Source: an optimization exercise on an open RTL-to-GDS flow (aim: small area and a short achievable clock period). Production flows keep margins and buffers that such runs may drop.
Only simulation tests tie the RTL to the original design; equivalence was not proved.
Power is estimated from default activity; no workload was simulated.

== before ==
Design npu_top, start of the top module:
module npu_top(
    input  wire        CLKEXT,
    input  wire        RST_GLO,
    input  wire        EN_FSM,
    input  wire        EN_CONFIG,
    input  wire [7:0]  DA,
    input  wire [7:0]  DB,
    input  wire [7:0]  DC,
    input  wire [7:0]  DD,
    input  wire        RD_EN,
    input  wire        EN_PISO_DEB,
    input  wire        CLR_PISO_DEB,
    input  wire        SHIFT_DEB,
    input  wire        SEL_CON,
    output wire [7:0]  D_OUT,
    output wire        FULL,
    output wire        EMPTY
);
export LEC_CHECK = 0
export CAP_MARGIN = 20
export CORE_MARGIN = 2
export CORE_UTILIZATION = 65
export CTS_CLUSTER_DIAMETER = 60
export CTS_CLUSTER_SIZE = 30
export SLEW_MARGIN = 20
create_clock -name core_clock -period 10.0 [get_ports {CLKEXT}]
standard.sh (not shown) runs the stock make flow with config.mk's settings and CLKGATE_MAP_FILE= SYNTH_SCRIPT=/design/flow/synth_recipe.tcl, a recipe that flattens the netlist after the stock synthesis.
==> flow/flow/run.sh <==
#!/bin/bash
set -euo pipefail
bash standard.sh SETUP_SLACK_MARGIN=6.75 finish > standard_flow.log 2>&1
Changes in after relative to before:
diff --git a/flow/design.v b/flow/design.v
--- a/flow/design.v
+++ b/flow/design.v
@@ -450,18 +450,19 @@
         for (j = 1; j < 12; j = j + 1)
             pd_n[j] = ({8{pd_load}} & deb_in[8*j +: 8]) | ({8{pd_shift}} & pd[j-1])
                     | ({8{pd_hold}} & pd[j]);
     end
     wire [7:0] pd11_n = pd_n[11];
     always @(posedge CLKEXT)
         for (j = 0; j < 12; j = j + 1) pd[j] <= pd_n[j];
     reg [7:0] mem [0:127];
     reg [6:0] ra;                               
+    reg [6:0] ra_p, ra_m;                       
     reg       full_r, empty_r;
     reg [7:0] rdata, head;
     wire wr = f_wr & ~full_r;
     wire rd = RD_EN & ~empty_r;
     wire one_left = (ra == 7'd127);             
     wire [7:0] rdata_n = RST ? 8'd0 : (rd ? head : rdata);
     reg [7:0] t1 [0:31];
     reg [7:0] t2 [0:7];
     reg [7:0] t3 [0:1];
@@ -495,23 +496,27 @@
             mem[0] <= po[3];
             for (k = 1; k < 128; k = k + 1) mem[k] <= mem[k-1];
         end
     end
     always @(posedge CLKEXT) begin
         rdata <= rdata_n;
         if (rd) head <= (wr & one_left) ? po[3] : mem_ra;
         else if (wr & empty_r) head <= po[3];
         if (RST) begin
-            ra <= 7'd126; full_r <= 1'b0; empty_r <= 1'b1;
+            ra <= 7'd126; ra_p <= 7'd127; ra_m <= 7'd125;
+            full_r <= 1'b0; empty_r <= 1'b1;
         end else begin
-            if (wr & ~rd) ra <= ra + 7'd1;
-            else if (rd & ~wr) ra <= ra - 7'd1;
-            full_r  <= (full_r & ~rd) | (wr & ~rd & (ra == 7'd125));
+            if (wr & ~rd) begin
+                ra <= ra_p; ra_p <= ra_p + 7'd1; ra_m <= ra;
+            end else if (rd & ~wr) begin
+                ra <= ra_m; ra_p <= ra; ra_m <= ra_m - 7'd1;
+            end
+            full_r  <= (full_r & ~rd) | (wr & ~rd & (ra_p == 7'd126));
             empty_r <= (empty_r & ~wr) | (rd & ~wr & one_left);
         end
     end
     wire [2:0] sel_n = RST ? 3'd1 : (EN_CONFIG ? DA[7:5] : ssfr[15:13]);
     reg  [7:0] dout_n;
     always @* begin
         case (sel_n)
             3'd0: dout_n = rdata_n;
             3'd1: dout_n = po3_n;
Notes after the runs:
Diff before..after | upper clock frequency limit | negligible
On after: clock network power is 10% higher than what before gave.
Against before, after comes in 2300 um higher on wire length on met1.
after vs. before: routed length per instance higher, final standard cell area without fillers went up.
Taking before as the reference, in after global-route usage now larger, count of antenna diodes in the layout now smaller, post-layout minimum cycle time now smaller, post-CTS setup buffer count now larger.
Changes observed in after relative to before: wire length of the first global-routing pass moved up, design internal power moved up, data arrival time at the worst-slack endpoint moved down, clock network area share moved up.

* * *

== 02-04 ==
npu_top, a different RTL version from the one above (not shown whole).
Size in the first run: roughly 4000 cells after synthesis, about 51 I/O pins, roughly 62000 µm² of cells after synthesis.
clock: 10.0 ns
lec_check: 0
cap_margin: 20
core_margin: 2
core_utilization: 65
cts_cluster_diameter: 60
cts_cluster_size: 30
slew_margin: 20
Scripts as last shown in full above: flow/flow/run.sh
Input-level comparison between 06-24 and 02-04:
diff --git a/flow/design.v b/flow/design.v
--- a/flow/design.v
+++ b/flow/design.v
@@ -474,36 +474,26 @@
         end else begin
             if (wr) wr_ptr <= wr_ptr + 7'd1;
             if (rd) rp1 <= rp1 + 7'd1;
             full_r  <= (full_r & ~rd) | (wr & ~rd & (wr_ptr + 7'd2 == rp1));
             empty_r <= (empty_r & ~wr) | (rd & ~wr & one_left);
         end
     end
-    wire [7:0]  rdata_s = rd ? head : rdata;
-    wire [7:0]  po3_f   = f_clr_piso ? 8'd0 : (!f_shift ? dt_out[31:24] : (f_en_piso ? po[2] : po[3]));
-    wire [7:0]  po3_m   = DC[0] ? 8'd0 : (!DC[2] ? dt_out[31:24] : (DC[1] ? po[2] : po[3]));
-    wire [7:0]  po3_s   = SEL_CON ? po3_f : po3_m;
-    wire        trig_s  = ssfr[10] & c_en_relu;
-    wire [15:0] l_upd   = c1 ? relu1 : (c2 ? relu2 : largest);
-    wire [7:0]  i_upd   = (c1 | c2) ? next_idx : index;
-    wire [15:0] l_s     = ssfr[9] ? 16'h8000 : (trig_s ? l_upd : largest);
-    wire [7:0]  i_s     = ssfr[9] ? 8'd0 : (trig_s ? i_upd : index);
-    wire [7:0]  pd11_s  = CLR_PISO_DEB ? 8'd0 : (!SHIFT_DEB ? dt_ssfr[15:8] : (EN_PISO_DEB ? pd[10] : pd[11]));
-    wire [2:0]  sel_s   = EN_CONFIG ? DA[7:5] : ssfr[15:13];
-    reg  [7:0]  dout_s;
+    wire [2:0] sel_n = RST ? 3'd1 : (EN_CONFIG ? DA[7:5] : ssfr[15:13]);
+    reg  [7:0] dout_n;
     always @* begin
-        case (sel_s)
-            3'd0: dout_s = rdata_s;
-            3'd1: dout_s = po3_s;
-            3'd2: dout_s = i_s;
-            3'd3: dout_s = l_s[15:8];
-            3'd4: dout_s = l_s[7:0];
-            3'd5: dout_s = pd11_s;
-            default: dout_s = 8'd0;
+        case (sel_n)
+            3'd0: dout_n = rdata_n;
+            3'd1: dout_n = po3_n;
+            3'd2: dout_n = index_n;
+            3'd3: dout_n = largest_n[15:8];
+            3'd4: dout_n = largest_n[7:0];
+            3'd5: dout_n = pd11_n;
+            default: dout_n = 8'd0;
         endcase
     end
     reg [7:0] dout;
-    always @(posedge CLKEXT) dout <= RST ? 8'd0 : dout_s;
+    always @(posedge CLKEXT) dout <= dout_n;
     assign D_OUT = dout;
     assign FULL  = full_r;
     assign EMPTY = empty_r;
 endmodule
==> summary.txt <==
- 06-24 finished all stages; the layout is clean.
- The synthesized cell count in 06-24 sits about 0.9% below the value recorded for 02-04.
- Looking at switching power as a share of total power across 06-24 and 02-04, the one that comes out lower is 06-24.
- Of 06-24 and 02-04, the run reporting the higher leakage power summed over all cells was 02-04.
- Core utilization across 06-24 and 02-04: no real change.
- 06-24 ends up with a layout buffer count excluding clock buffers that is about 6% lower than in 02-04.
- Relative to 02-04, part of the cycle the worst path needs decreased by 2.2 points in 06-24.
- 06-24 against 02-04: standard-cell row count decreased by about 0.9% relative to the old numbers; sequential share of layout area increased by 0.67 points relative to the old numbers.
- Relative to 02-04, the number of clock buffer instances in the layout measured on 06-24 has decreased slightly.
- [compare] base=02-04 new=06-24: area fraction in and, or, nand and nor cells after synthesis ~0 delta, initial antenna violation count -2, relative contribution of combinational cells to total power -1.6 points, overall global routing resource usage -1.3 points.
- Of the two values seen for critical-path cell with the highest stage delay, sky130_fd_sc_hd__dfxtp_4 was produced by 06-24 and sky130_fd_sc_hd__fa_1 by 02-04.

afterwards: timing with drivers on the ports:
The flow's constraints put no driver on any port. The routed layouts listed below were extracted and timed again, unchanged, in two steps. Step 1 assumes that a clkbuf_16 drives the clock port and a buf_2 every other input. Step 2 adds t to the input delays and takes it off the output delays; t is the mean of the earliest and latest rising clock arrival at the registers after step 1. Input paths then give back, and output paths get back, about the clock's delay inside the block. a / b / c = ideal / step 1 / step 2; a / b = the first two.
run | shift t [ns] | setup WS [ns] | clock arrival spread, ns | slew at the worst register clock pin (ns) | pins driven straight from the clock port
before | 0.762 | 6.659 / 6.696 / 5.933 | 0.045 / 0.045 | 0.11 / 0.11 | 1
after | 0.768 | 6.668 / 6.681 / 5.939 | 0.041 / 0.040 | 0.11 / 0.11 | 1
02-04 | 0.798 | 6.526 / 6.526 / 5.778 | 0.039 / 0.039 | 0.11 / 0.11 | 1
06-24 | 0.772 | 6.748 / 6.721 / 6.020 | 0.077 / 0.077 | 0.11 / 0.11 | 1
After both steps setup and hold are still met in every run listed. The setup slack of 02-04, which loses most, moves by 0.000 ns with the drivers and by -0.748 ns with both steps.
